From an optimization exercise on the open Yosys and OpenROAD flow, aimed at small area; shortcuts taken in it are not production practice.
Function was checked by simulation only, so behaviour that the tests miss may differ from the original.
No activity file was given, so power comes from the tool's default toggle rates.

==> flow/design.v (outline; a module is shown in full before it is edited, if it fits) <==
// module Vga: 53 lines
// module Renderer: 1298 lines
// module vga_stats_display: 55 lines
module vga_stats_display(
	input clk,
	input rst,
	input [3:0] data_trans,
	input [3:0] data_recev,
	input [15:0] received1,
	input [15:0] received2,
	input [15:0] received3,
	input [15:0] received4,
	input [15:0] transmitted1,
	input [15:0] transmitted2,
	input [15:0] transmitted3,
	input [15:0] transmitted4,
	input [10:0] drop1,
	input [10:0] drop2,
	input [10:0] drop3,
	input [10:0] drop4,
	input [2:0] count1,
	input [2:0] count2,
	input [2:0] count3,
	input [2:0] count4,
	input [11:0] buffer1,
	input [11:0] buffer2,
	input [11:0] buffer3,
	input [11:0] buffer4,
	output [7:0] RED,
	output [7:0] GREEN,
	output [7:0] BLUE,
	output HSYNC,
	output VSYNC
);
  // ...
==> flow/flow/run.sh <==
#!/bin/bash
# Own layout flow: the standard flow, except that
#  - the port buffers are sky130_fd_sc_hd__buf_1 (every port still gets one).
# Each tool's output goes to a log file of its own in this folder.
set -euo pipefail
W=$(pwd)
R=$W/orfs/results/$FLOW_PLATFORM/vga_stats_display/base
LIB=$FLOW_HOME/platforms/$FLOW_PLATFORM/lib/sky130_fd_sc_hd__tt_025C_1v80.lib

bash standard.sh synth > $W/flow_synth.log 2>&1
cp $R/1_2_yosys.v $W/standard_netlist.v

flops() { grep -o 'sky130_fd_sc_hd__df[a-z0-9_]* [^ ]*' "$1" | sort; }
flops $W/standard_netlist.v > $W/flops_standard.txt
best=""; best_area=""

# one round: re-optimise netlist $1 with seeds $3.. for $2 seconds each, in
# parallel; then keep the smallest netlist that passed its checks (the
# flip-flops come through unchanged, every cell is mapped)
round() {
	local in=$1 t=$2; shift 2
	local s f area
	for s in "$@"; do
		IN=$in OUT=$W/reopt_netlist_$s.v ABC_T=$t ABC_S=$s LIB=$LIB \
			yosys -c $W/flow/reopt.tcl > $W/reopt_$s.log 2>&1 &
	done
	wait
	for s in "$@"; do
		f=$W/reopt_netlist_$s.v
		[[ -f $f ]] || continue
		grep -q "End of script" $W/reopt_$s.log || continue
		flops $f | cmp -s - $W/flops_standard.txt || continue
		if grep -q "assign" $f; then continue; fi
		area=$(grep -i "chip area" $W/reopt_$s.log | tail -1 | awk '{print $NF}')
		echo "seed $s from $(basename $in): area $area" >> $W/reopt_choice.log
		if [[ -z $best_area ]] || awk -v a=$area -v b=$best_area 'BEGIN{exit !(a<b)}'; then
			best=$f; best_area=$area
		fi
	done
}

round $W/standard_netlist.v ${T1:-300} 1 2 3 4
round $W/standard_netlist.v ${T1:-300} 5 6 7 8
[[ -n $best ]] || { echo "no usable re-optimised netlist" >&2; exit 1; }
cp $best $W/round1_best.v
round $W/round1_best.v ${T2:-180} 11 12 13 14
echo "chosen: $best ($best_area)" >> $W/reopt_choice.log

cp $best $R/1_2_yosys.v
rm -f $R/1_synth.odb
bash standard.sh "BUFFER_PORTS_ARGS=-buffer_cell sky130_fd_sc_hd__buf_1" finish > $W/flow_finish.log 2>&1
==> flow/flow/reopt.tcl <==
# Re-optimises the combinational logic of the standard synthesis's netlist
# with ABC. The flip-flops stay as they are (same cells, same names: they are
# black boxes here); every other cell is read as its logic function from the liberty file and mapped
# again. Environment: IN (netlist), OUT (netlist written), LIB (liberty),
# ABC_T (seconds for ABC's deepsyn), ABC_S (its random seed).
yosys read_liberty -ignore_miss_func $::env(LIB)
yosys read_verilog $::env(IN)
yosys hierarchy -top vga_stats_display
yosys setattr -mod -set blackbox 1 sky130_fd_sc_hd__df*
yosys stat -liberty $::env(LIB)
yosys flatten
yosys opt -purge
yosys abc -liberty $::env(LIB) -dont_use sky130_fd_sc_hd__probe_p_8 -dont_use sky130_fd_sc_hd__probec_p_8 -dont_use sky130_fd_sc_hd__lpflow_bleeder_1 -dont_use sky130_fd_sc_hd__lpflow_clkbufkapwr_1 -dont_use sky130_fd_sc_hd__lpflow_clkbufkapwr_16 -dont_use sky130_fd_sc_hd__lpflow_clkbufkapwr_2 -dont_use sky130_fd_sc_hd__lpflow_clkbufkapwr_4 -dont_use sky130_fd_sc_hd__lpflow_clkbufkapwr_8 -dont_use sky130_fd_sc_hd__lpflow_clkinvkapwr_1 -dont_use sky130_fd_sc_hd__lpflow_clkinvkapwr_16 -dont_use sky130_fd_sc_hd__lpflow_clkinvkapwr_2 -dont_use sky130_fd_sc_hd__lpflow_clkinvkapwr_4 -dont_use sky130_fd_sc_hd__lpflow_clkinvkapwr_8 -dont_use sky130_fd_sc_hd__lpflow_decapkapwr_12 -dont_use sky130_fd_sc_hd__lpflow_decapkapwr_3 -dont_use sky130_fd_sc_hd__lpflow_decapkapwr_4 -dont_use sky130_fd_sc_hd__lpflow_decapkapwr_6 -dont_use sky130_fd_sc_hd__lpflow_decapkapwr_8 -dont_use sky130_fd_sc_hd__lpflow_inputiso0n_1 -dont_use sky130_fd_sc_hd__lpflow_inputiso0p_1 -dont_use sky130_fd_sc_hd__lpflow_inputiso1n_1 -dont_use sky130_fd_sc_hd__lpflow_inputiso1p_1 -dont_use sky130_fd_sc_hd__lpflow_inputisolatch_1 -dont_use sky130_fd_sc_hd__lpflow_isobufsrc_1 -dont_use sky130_fd_sc_hd__lpflow_isobufsrc_16 -dont_use sky130_fd_sc_hd__lpflow_isobufsrc_2 -dont_use sky130_fd_sc_hd__lpflow_isobufsrc_4 -dont_use sky130_fd_sc_hd__lpflow_isobufsrc_8 -dont_use sky130_fd_sc_hd__lpflow_isobufsrckapwr_16 -dont_use sky130_fd_sc_hd__lpflow_lsbuf_lh_hl_isowell_tap_1 -dont_use sky130_fd_sc_hd__lpflow_lsbuf_lh_hl_isowell_tap_2 -dont_use sky130_fd_sc_hd__lpflow_lsbuf_lh_hl_isowell_tap_4 -dont_use sky130_fd_sc_hd__lpflow_lsbuf_lh_isowell_4 -dont_use sky130_fd_sc_hd__lpflow_lsbuf_lh_isowell_tap_1 -dont_use sky130_fd_sc_hd__lpflow_lsbuf_lh_isowell_tap_2 -dont_use sky130_fd_sc_hd__lpflow_lsbuf_lh_isowell_tap_4  -script "+strash;&get,-n;&deepsyn,-T,$::env(ABC_T),-S,$::env(ABC_S);&put;strash;amap"
yosys opt_clean -purge
# the mapped cells' port directions, for the checks below
yosys read_liberty -lib -nooverwrite $::env(LIB)
yosys hilomap -singleton -hicell sky130_fd_sc_hd__conb_1 HI -locell sky130_fd_sc_hd__conb_1 LO
yosys insbuf -buf sky130_fd_sc_hd__buf_1 A X
yosys splitnets
yosys opt_clean -purge
yosys check -assert
yosys stat -liberty $::env(LIB)
yosys write_verilog -noattr -nohex -nodec $::env(OUT)
==> flow/standard.sh <==
#!/bin/bash
# synth_recipe.tcl (not shown) runs the flow's synth.tcl, then flattens the netlist and writes it again
# the make line also repeats each setting of config.mk as NAME=value (left out here)
make -C /OpenROAD-flow-scripts/flow DESIGN_CONFIG=/design/flow/config.mk WORK_HOME=/design/flow/orfs CLKGATE_MAP_FILE= SYNTH_SCRIPT=/design/flow/synth_recipe.tcl "${@:-finish}"
==> flow/config.mk <==
export PLATFORM = sky130hd
export DESIGN_NAME = vga_stats_display
export DESIGN_NICKNAME = vga_stats_display
export VERILOG_FILES = /design/flow/design.v
export SDC_FILE = /design/flow/constraint.sdc
export NUM_CORES = 4
export LEC_CHECK = 0
export ABC_AREA = 1
export CAP_MARGIN = 20
export CORE_MARGIN = 2
export CORE_UTILIZATION = 40
export CTS_BUF_LIST = sky130_fd_sc_hd__clkbuf_8
export CTS_CLUSTER_DIAMETER = 50
export CTS_CLUSTER_SIZE = 10
export GPL_TIMING_DRIVEN = 0
export SLEW_MARGIN = 30
==> flow/constraint.sdc <==
create_clock -name core_clock -period 40.0 [get_ports {clk}]
set_input_delay 8.0000 -clock core_clock [delete_from_list [all_inputs] [get_ports {clk}]]
set_output_delay 8.0000 -clock core_clock [all_outputs]
set_load 0.01 [all_outputs]
==> impl_metrics.env, run 1 <==
export IMPL_internal_power_uw=122
export IMPL_ys_warn_count=3
export IMPL_path_clk_slew_ns=0.08
export IMPL_final_antenna_net_count=0
export IMPL_cts_resized=0
export IMPL_crit_top_cell="nor2_1"
export IMPL_nClkBuffers=6
export IMPL_power_leader="combinational cells"
export IMPL_gp_congestion=0.969
export IMPL_rsz0062_at_grt="false"
export IMPL_status="finished clean"
export IMPL_crit_type="input port to flop"
export IMPL_pre_cts_ws_ns=17.04
export IMPL_cp_slowest_cell="nor4_2"
export IMPL_placement_io_buffers=267
export IMPL_netSwitchingPower_uw=117
export IMPL_holdBufCountCts=0
export IMPL_crit_start="transmitted2[0]"
export IMPL_cts_htree_levels=2
export IMPL_n_antenna_cell=5
export IMPL_finish_instance_area_um2=9770
export IMPL_mostFrequentLayoutCells="350 x nor2_1, 291 x buf_1, 168 x clkinv_1"
export IMPL_top_regs="rend.w (10), vg.cx (10), vg.cy (10)"
export IMPL_cap_violations=0
export IMPL_cp_end_kind="flop"
export IMPL_die_width_um=147
export IMPL_use_met1=0.422
==> module vga_stats_display, before the edit <==
module vga_stats_display(
	input clk,
	input rst,
	input [3:0] data_trans,
	input [3:0] data_recev,
	input [15:0] received1,
	input [15:0] received2,
	input [15:0] received3,
	input [15:0] received4,
	input [15:0] transmitted1,
	input [15:0] transmitted2,
	input [15:0] transmitted3,
	input [15:0] transmitted4,
	input [10:0] drop1,
	input [10:0] drop2,
	input [10:0] drop3,
	input [10:0] drop4,
	input [2:0] count1,
	input [2:0] count2,
	input [2:0] count3,
	input [2:0] count4,
	input [11:0] buffer1,
	input [11:0] buffer2,
	input [11:0] buffer3,
	input [11:0] buffer4,
	output [7:0] RED,
	output [7:0] GREEN,
	output [7:0] BLUE,
	output HSYNC,
	output VSYNC
);
	wire [9:0] x, y;
	wire show;
	wire [2:0] pixel;
	Vga vg(.pixelClock(clk), .reset(rst), .HSYNC(HSYNC), .VSYNC(VSYNC),
		.x(x), .y(y), .show(show));
	Renderer rend(.clk(clk), .x(x), .y(y), .data_trans(data_trans), .data_recev(data_recev),
		.received1(received1), .received2(received2), .received3(received3), .received4(received4),
		.transmitted1(transmitted1), .transmitted2(transmitted2), .transmitted3(transmitted3), .transmitted4(transmitted4),
		.drop1(drop1), .drop2(drop2), .drop3(drop3), .drop4(drop4),
		.count1(count1), .count2(count2), .count3(count3), .count4(count4),
		.buffer1(buffer1), .buffer2(buffer2), .buffer3(buffer3), .buffer4(buffer4),
		.pixel(pixel));
	reg [2:0] p1, p2, p3, p4, rgb;
	always @(posedge clk) begin
		p1 <= show ? pixel : 3'b000;
		p2 <= p1;
		p3 <= p2;
		p4 <= p3;
		rgb <= p4;
	end
	assign RED = {8{rgb[2]}};
	assign GREEN = {8{rgb[1]}};
	assign BLUE = {8{rgb[0]}};
endmodule
==> run 2, diff against run 1 <==
--- a/flow/design.v
+++ b/flow/design.v
@@ -72,20 +72,18 @@
 	input [2:0] count1,
 	input [2:0] count2,
 	input [2:0] count3,
 	input [2:0] count4,
 	input [11:0] buffer1,
 	input [11:0] buffer2,
 	input [11:0] buffer3,
 	input [11:0] buffer4,
-	output [2:0] pixel       
+	output [1:0] pixel       
 );
-localparam [2:0] BLACK = 3'b000, WHITE = 3'b111, RED = 3'b100, BLUE = 3'b001,
-	YELLOW = 3'b110, GREEN = 3'b010;
 function [15:0] add;
 	input [15:0] a;
 	input [15:0] b;
 	input ci;
 	reg c;
 	integer i;
 	begin
 		c = ci;
@@ -1303,17 +1301,16 @@
 endgenerate
 wire box_line = (|bside & in(Y, 129, 249)) | (|bspan & ((y == 129) | (y == 248)));
 wire [2:0] cnt = ({3{bcol[0]}} & count1) | ({3{bcol[1]}} & count2) | ({3{bcol[2]}} & count3) | ({3{bcol[3]}} & count4);
 wire [11:0] bw = ({12{bcol[0]}} & buffer1) | ({12{bcol[1]}} & buffer2) | ({12{bcol[2]}} & buffer3) | ({12{bcol[3]}} & buffer4);
 wire [5:0] filled = {cnt == 3'd6, cnt[2] & (cnt[1] | cnt[0]), cnt[2], cnt[2] | (cnt[1] & cnt[0]),
 	cnt[2] | cnt[1], |cnt};
 wire cell_on = |(brow & filled);
 wire cell_in = |bcol & |brow & ~(bcol[2] & brow[3]);
-wire [2:0] cell_col = bcol[0] ? RED : bcol[1] ? BLUE : bcol[2] ? YELLOW : GREEN;
 wire dig_in = |dcol & |drow;
 wire [1:0] dig_w = ({2{drow[0]}} & bw[11:10]) | ({2{drow[1]}} & bw[9:8]) | ({2{drow[2]}} & bw[7:6])
 	| ({2{drow[3]}} & bw[5:4]) | ({2{drow[4]}} & bw[3:2]) | ({2{drow[5]}} & bw[1:0]);
 wire [2:0] xo = dig_in ? (dcol[0] ? 3'd4 : dcol[1] ? 3'd2 : dcol[2] ? 3'd0 : 3'd6)
 	: tot_in ? 3'd3 : 3'd7;
 wire [3:0] yo = dig_in ? (drow[0] ? 4'd7 : drow[1] ? 4'd12 : drow[2] ? 4'd1 : drow[3] ? 4'd6
 		: drow[4] ? 4'd11 : 4'd0)
 	: row_t ? 4'd5 : row_r ? 4'd1 : 4'd7;
@@ -1342,17 +1339,17 @@
 	: (x[2:0] == 3'd3 || x[2:0] == 3'd4 || x[2:0] == 3'd5 || x[2:0] == 3'd6 || x[2:0] == 3'd7));
 wire cnt_black = row_any & cb_in & cnt_show & gbit;
 wire dig_black = dig_in & cell_on & gbit;
 reg tot_black;
 always @(posedge clk)
 	tot_black <= row_any & tot_in & ((cnt_show & gbit) | (dq_in & qbit));
 wire black = box_line | dig_black | cnt_black | bblack | (r2_in & qbit)
 	| (in(X, 550, 574) & tot_black);
-assign pixel = black ? BLACK : (cell_in & cell_on) ? cell_col : WHITE;
+assign pixel = black ? 2'b00 : (cell_in & cell_on) ? 2'b10 : 2'b11;
 endmodule
 module vga_stats_display(
 	input clk,
 	input rst,
 	input [3:0] data_trans,
 	input [3:0] data_recev,
 	input [15:0] received1,
 	input [15:0] received2,
@@ -1377,30 +1374,40 @@
 	output [7:0] RED,
 	output [7:0] GREEN,
 	output [7:0] BLUE,
 	output HSYNC,
 	output VSYNC
 );
 	wire [9:0] x, y;
 	wire show;
-	wire [2:0] pixel;
+	wire [1:0] pixel;
 	Vga vg(.pixelClock(clk), .reset(rst), .HSYNC(HSYNC), .VSYNC(VSYNC),
 		.x(x), .y(y), .show(show));
 	Renderer rend(.clk(clk), .x(x), .y(y), .data_trans(data_trans), .data_recev(data_recev),
 		.received1(received1), .received2(received2), .received3(received3), .received4(received4),
 		.transmitted1(transmitted1), .transmitted2(transmitted2), .transmitted3(transmitted3), .transmitted4(transmitted4),
 		.drop1(drop1), .drop2(drop2), .drop3(drop3), .drop4(drop4),
 		.count1(count1), .count2(count2), .count3(count3), .count4(count4),
 		.buffer1(buffer1), .buffer2(buffer2), .buffer3(buffer3), .buffer4(buffer4),
 		.pixel(pixel));
-	reg [2:0] p1, p2, p3, p4, rgb;
+	reg [2:0] box_col;
+	always @* begin
+		case (x[7:4])
+			4'd3, 4'd4: box_col = 3'b100;		 
+			4'd6, 4'd7: box_col = 3'b001;		 
+			4'd8, 4'd9, 4'd10: box_col = 3'b110;	 
+			default: box_col = 3'b010;		 
+		endcase
+	end
+	reg [1:0] p1, p2, p3, p4;
+	reg [2:0] rgb;
 	always @(posedge clk) begin
-		p1 <= show ? pixel : 3'b000;
+		p1 <= show ? pixel : 2'b00;
 		p2 <= p1;
 		p3 <= p2;
 		p4 <= p3;
-		rgb <= p4;
+		rgb <= (p4 == 2'b11) ? 3'b111 : (p4 == 2'b00) ? 3'b000 : box_col;
 	end
 	assign RED = {8{rgb[2]}};
 	assign GREEN = {8{rgb[1]}};
 	assign BLUE = {8{rgb[0]}};
 endmodule
==> run 2 against run 1 <==
Against the previous run:
- final area decreased by 0.85%
- largest cell class unchanged
- non-clock buffer count decreased by 2
- worst hold slack improved by 0.0025 ns
- critical path type unchanged
==> impl_metrics.env, run 2 <==
export IMPL_grt_max_degree=17
export IMPL_synthesis_nets=1712
export IMPL_cts_root_buf="clkbuf_8"
export IMPL_fmax_mhz=43.2
export IMPL_postPlaceCellArea_um2=9570
export IMPL_grt_ovfl_total=0
export IMPL_setup_viol=0
export IMPL_die_area_um2=21600
export IMPL_placement_io_buffers=267
export IMPL_cp_max_fo=11
export IMPL_grt_usage=0.335
export IMPL_first_pass_iters=8
export IMPL_vias_per_cell=6.14
export IMPL_cts_tree="yes"
export IMPL_ys_warn_count=3
export IMPL_ir_drop_mv=0.0140
export IMPL_timing_hold_ws_ns=0.334
export IMPL_tns_ns=0
export IMPL_cts_buffer_depth=2
export IMPL_critPathLaunchType="input port"
export IMPL_hp_class="flop to flop"
export IMPL_gp_congestion=0.983
export IMPL_top_regs="rend.w (10), vg.cx (10), vg.cy (10)"
export IMPL_worst_slew_pin_slew_ns=1.05
export IMPL_initial_core_util=0.406
export IMPL_cap_violations=0
export IMPL_finish_instance_area_um2=9690
export IMPL_p_per_area_nw_per_um2=25.1
export IMPL_core_area_um2=20100
export IMPL_setup_slack_ns=16.87
export IMPL_routedWlPerCell_um=18.7
export IMPL_required_ns=40.24
export IMPL_die_width_um=147
export IMPL_path_clk_slew_ns=0.10
export IMPL_syn_inst=1470
export IMPL_holdBufCountCts=0
export IMPL_final_common_cell="nor2_1"
export IMPL_rows=52
export IMPL_crit_type="input port to flop"
export IMPL_insertion_delay_ns=0.31
export IMPL_relSlewSlack=0.297
export IMPL_finalPower_uw=243
export IMPL_cts_made_buffers=5
export IMPL_final_antenna_net_count=0
export IMPL_wirelength_mm=37.8
export IMPL_critical_path_max_stage_delay_ns=0.62
export IMPL_rsz0062_at_grt="false"
export IMPL_status="finished clean"
export IMPL_fillers=2226
export IMPL_drt_iter0_markers=1220
export IMPL_fin_nets=1990
export IMPL_pre_cts_ws_ns=16.90
export IMPL_num_vias=12400
export IMPL_grt_pass1_vias=11200
export IMPL_regArea_um2=881
export IMPL_cts_htree_levels=2
export IMPL_area_growth_synth_to_final_pct=18.6
export IMPL_cts_sinks=44
export IMPL_drv_slew=0
export IMPL_antenna_found_initial=2
export IMPL_cts_resized=0
export IMPL_skew_ns=0.00910
export IMPL_drc=0
export IMPL_io_pins=268
export IMPL_multiInputGateArea_um2=6600
export IMPL_postCtsSetupBuffers=0
export IMPL_avgSynthCellArea_um2=5.56
export IMPL_power_leakage_uw=0.00313
export IMPL_crit_top_cell="nor2_1"
export IMPL_hold_violations=0
export IMPL_mostFrequentLayoutCells="342 x nor2_1, 291 x buf_1, 174 x clkinv_1"
export IMPL_dp_hpwl_mm=31.4
export IMPL_die_h_um=147
export IMPL_cp_end_kind="flop"
export IMPL_drive_gt1_frac=0.0172
export IMPL_fin_crit_ns=23.13
export IMPL_period_share=0.578
export IMPL_cp_slowest_cell="a222oi_1"
export IMPL_syn_cell_area_um2=8170
export IMPL_grt_pass1_wl_mm=58.4
export IMPL_cp_data_arrival_time_ns=23.37
==> run 2: routing by layer <==
layer | GRT usage | up-vias | routed length (µm)
met4 | 0.165 | 0 | 2070
met1 | 0.394 | 5501 | 14400
met3 | 0.0438 | 131 | 3290
met2 | 0.600 | 738 | 18000
li1 | - | 6037 | -
met5 | 0 | - | 0
==> run 2: layout make-up <==
type / instances / area share
well taps: 270 / 0.0349
repair buffers: 271 / 0.106
inverters: 174 / 0.0674
diodes: 2 / 0.000517
multi-input cells: 1228 / 0.681
clock inverters: 2 / 0.00155
plain buffers: 24 / 0.00930
flip-flops and latches: 44 / 0.0909
clock buffers: 6 / 0.00852
==> run 2: report_power, final <==
part,internal (µW),switching (µW)
Sequential,49.7,8.17
Clock,14.0,18.1
Combinational,53.1,99.8
==> run 2: path summary, 6_finish.rpt <==
path	start	end	slack, ns	cells after the start
max reg2reg	vg.cy[1]$_SDFFE_PP1P_	p1[0]$_SDFF_PP0_	20.48	95
max	transmitted1[3]	p1[0]$_SDFF_PP0_	16.87	80
min	p1[0]$_SDFF_PP0_	p2[0]$_DFF_P_	0.33	0
min reg2reg	p1[0]$_SDFF_PP0_	p2[0]$_DFF_P_	0.33	0
==> run 2: critical path, delay by kind of cell <==
| family | cells | cell delay, ns |
|---|---|---|
| AND/OR/NAND/NOR | 27 | 3.40 |
| buffers and inverters | 7 | 1.20 |
| AO/OA/AOI/OAI | 46 | 10.77 |
==> run 2: through the flow <==
step	util	instances
after floorplan	-	1470
after global routing	0.482	2021
after global placement	0.473	2007
final	0.482	2021
after CTS	0.481	2019
after detailed placement	0.476	2011
==> run 3, diff against run 2 <==
--- a/flow/flow/run.sh
+++ b/flow/flow/run.sh
@@ -39,11 +39,13 @@
 	done
 }
 
-round $W/standard_netlist.v ${T1:-300} 1 2 3 4
-round $W/standard_netlist.v ${T1:-300} 5 6 7 8
+round $W/standard_netlist.v ${T1:-200} 1 2 3 4
+round $W/standard_netlist.v ${T1:-200} 5 6 7 8
 [[ -n $best ]] || { echo "no usable re-optimised netlist" >&2; exit 1; }
 cp $best $W/round1_best.v
-round $W/round1_best.v ${T2:-180} 11 12 13 14
+round $W/round1_best.v ${T2:-150} 11 12 13 14
+cp $best $W/round2_best.v
+round $W/round2_best.v ${T2:-120} 21 22 23 24
 echo "chosen: $best ($best_area)" >> $W/reopt_choice.log
 
 cp $best $R/1_2_yosys.v
==> run 3 against run 2 <==
Against the previous run:
- sequential power rose by 2%
- non-clock buffer count rose by 5
- critical path depth rose by 4
==> impl_metrics.env, run 3 <==
export IMPL_drive_gt1_frac=0.0209
export IMPL_drt_iter0_markers=1560
export IMPL_vias_per_cell=6.12
export IMPL_die_width_um=146
export IMPL_crit_top_cell="nor2_1"
export IMPL_core_area_um2=19700
export IMPL_wirelength_mm=36.7
export IMPL_cts_resized=0
export IMPL_insertion_delay_ns=0.32
export IMPL_cts_made_buffers=5
export IMPL_cap_violations=0
export IMPL_critical_path_max_stage_delay_ns=0.52
export IMPL_grt_pass1_wl_mm=55.3
export IMPL_fin_nets=1960
export IMPL_cts_tree="yes"
export IMPL_cts_htree_levels=2
export IMPL_cp_end_kind="flop"
export IMPL_relSlewSlack=0.343
export IMPL_syn_inst=1435
export IMPL_placement_io_buffers=267
export IMPL_cts_sinks=44
export IMPL_rows=51
export IMPL_cp_slowest_cell="o21ai_0"
export IMPL_dp_hpwl_mm=29.6
export IMPL_final_common_cell="nor2_1"
export IMPL_tns_ns=0
export IMPL_finish_instance_area_um2=9660
export IMPL_hold_violations=0
export IMPL_initial_core_util=0.411
export IMPL_setup_viol=0
export IMPL_routedWlPerCell_um=18.5
export IMPL_grt_max_degree=17
export IMPL_crit_type="input port to flop"
export IMPL_postCtsSetupBuffers=0
export IMPL_postPlaceCellArea_um2=9550
export IMPL_grt_ovfl_total=0
export IMPL_path_clk_slew_ns=0.09
export IMPL_die_h_um=146
export IMPL_antenna_found_initial=0
export IMPL_die_area_um2=21300
export IMPL_required_ns=40.19
export IMPL_num_vias=12100
export IMPL_final_antenna_net_count=0
export IMPL_p_per_area_nw_per_um2=26.4
export IMPL_cts_buffer_depth=2
export IMPL_gp_congestion=0.945
export IMPL_period_share=0.569
export IMPL_grt_usage=0.320
export IMPL_ys_warn_count=3
export IMPL_fin_crit_ns=22.74
export IMPL_area_growth_synth_to_final_pct=19.6
export IMPL_worst_slew_pin_slew_ns=0.984
export IMPL_io_pins=268
export IMPL_cts_root_buf="clkbuf_8"
export IMPL_n_antenna_cell=0
export IMPL_avgSynthCellArea_um2=5.63
export IMPL_rsz0062_at_grt="false"
export IMPL_mostFrequentLayoutCells="339 x nor2_1, 291 x buf_1, 178 x o21ai_0"
export IMPL_first_pass_iters=7
export IMPL_power_leakage_uw=0.00295
export IMPL_ir_drop_mv=0.0427
export IMPL_synthesis_nets=1677
export IMPL_cp_data_arrival_time_ns=22.94
export IMPL_grt_pass1_vias=10400
export IMPL_drc=0
export IMPL_fmax_mhz=44.0
export IMPL_critPathLaunchType="input port"
export IMPL_status="finished clean"
export IMPL_hp_class="flop to flop"
export IMPL_syn_cell_area_um2=8080
export IMPL_skew_ns=0.00903
export IMPL_drv_slew=0
export IMPL_cp_max_fo=9
export IMPL_holdBufCountCts=0
export IMPL_top_regs="rend.w (10), vg.cx (10), vg.cy (10)"
[run 3: cell count changes in the layout (fill, tap and decap cells not counted), sizes merged, moves of 8 or more]
cell	change
nor3	+19
o22ai	-18
nand2	-35
a21o	+25
o221ai	+9
o211ai	-8
clkinv	-13
[run 3: cell type report]
| cell class | instances | area, µm² |
|---|---|---|
| fillers | 2163 | 9990 |
| multi-input cells | 1207 | 6570 |
| repair buffers | 276 | 1090 |
| flip-flops and latches | 44 | 881 |
| inverters | 160 | 601 |
| well taps | 265 | 332 |
| plain buffers | 24 | 90.1 |
| clock buffers | 5 | 68.8 |
| clock inverters | 3 | 26.3 |
[run 3: report_power, final]
group,internal [µW],leakage [µW],switching [µW]
logic,59.1,0.00254,107
registers,50.4,0.000360,8.37
clock network,12.9,0.0000491,17.7
[run 3: critical path: cells and delay by family]
family	cells	cell delay, ns
and+or+nand+nor	34	4.73
AOI/OAI and AO/OA	45	9.24
buffers and inverters	5	0.96
[run 3: path summary, 6_finish.rpt]
path | start | end | slack, ns | cells after the start
hold / removal | p3[0]$_DFF_P_ | p4[0]$_DFF_P_ | 0.33 | 0
setup reg to reg | vg.cy[0]$_SDFFE_PP1P_ | p1[1]$_SDFF_PP0_ | 20.80 | 99
hold reg to reg | p3[0]$_DFF_P_ | p4[0]$_DFF_P_ | 0.33 | 0
setup / recovery | transmitted2[1] | p1[1]$_SDFF_PP0_ | 17.26 | 84
[run 3: metal layers]
layer | share of wire | GRT usage | up-vias
met5 | 0 | 0 | -
met4 | 0.041 | 0.122 | 0
met3 | 0.10 | 0.0531 | 106
met2 | 0.44 | 0.535 | 744
met1 | 0.41 | 0.413 | 5337
li1 | - | - | 5946
[run 3: through the flow]
step | std cells | hold slack (ns) | total power [µW] | util | worst slack, ns
2_1_floorplan | 1435 | 0.310 | 175 | - | 20.05
3_3_place_gp | 1967 | 0.318 | 224 | 0.479 | 17.22
3_5_place_dp | 1976 | 0.315 | 220 | 0.486 | 17.31
4_1_cts | 1984 | 0.340 | 251 | 0.491 | 17.54
5_1_grt | 1984 | 0.349 | 276 | 0.491 | 15.39
6_report | 1984 | 0.335 | 255 | 0.491 | 17.26

re-timing with driven ports:
No port has a modelled driver above. Below, the same layouts with a new extraction and two added sets of constraints.
Step 1: set_driving_cell puts a clkbuf_16 on clk and a buf_2 on each other input, an assumption about the parent block.
Step 2 also shifts input and output timing later by t, the mid clock arrival at the registers, as if the neighbouring blocks saw the same clock.
Slacks: ideal ports / drivers / drivers and shift; pairs: ideal ports / drivers.
run | t, ns | setup WS [ns] | worst setup path at the end
run 1 | 0.352 | 17.008 / 17.015 / 16.663 | input to register
run 2 | 0.350 | 16.867 / 16.877 / 16.526 | input to register
run 3 | 0.342 | 17.256 / 17.254 / 16.913 | input to register
After both steps every run listed still meets setup and hold. The setup slack of run 1, which loses most, moves by +0.007 ns with the drivers and by -0.345 ns with both steps.
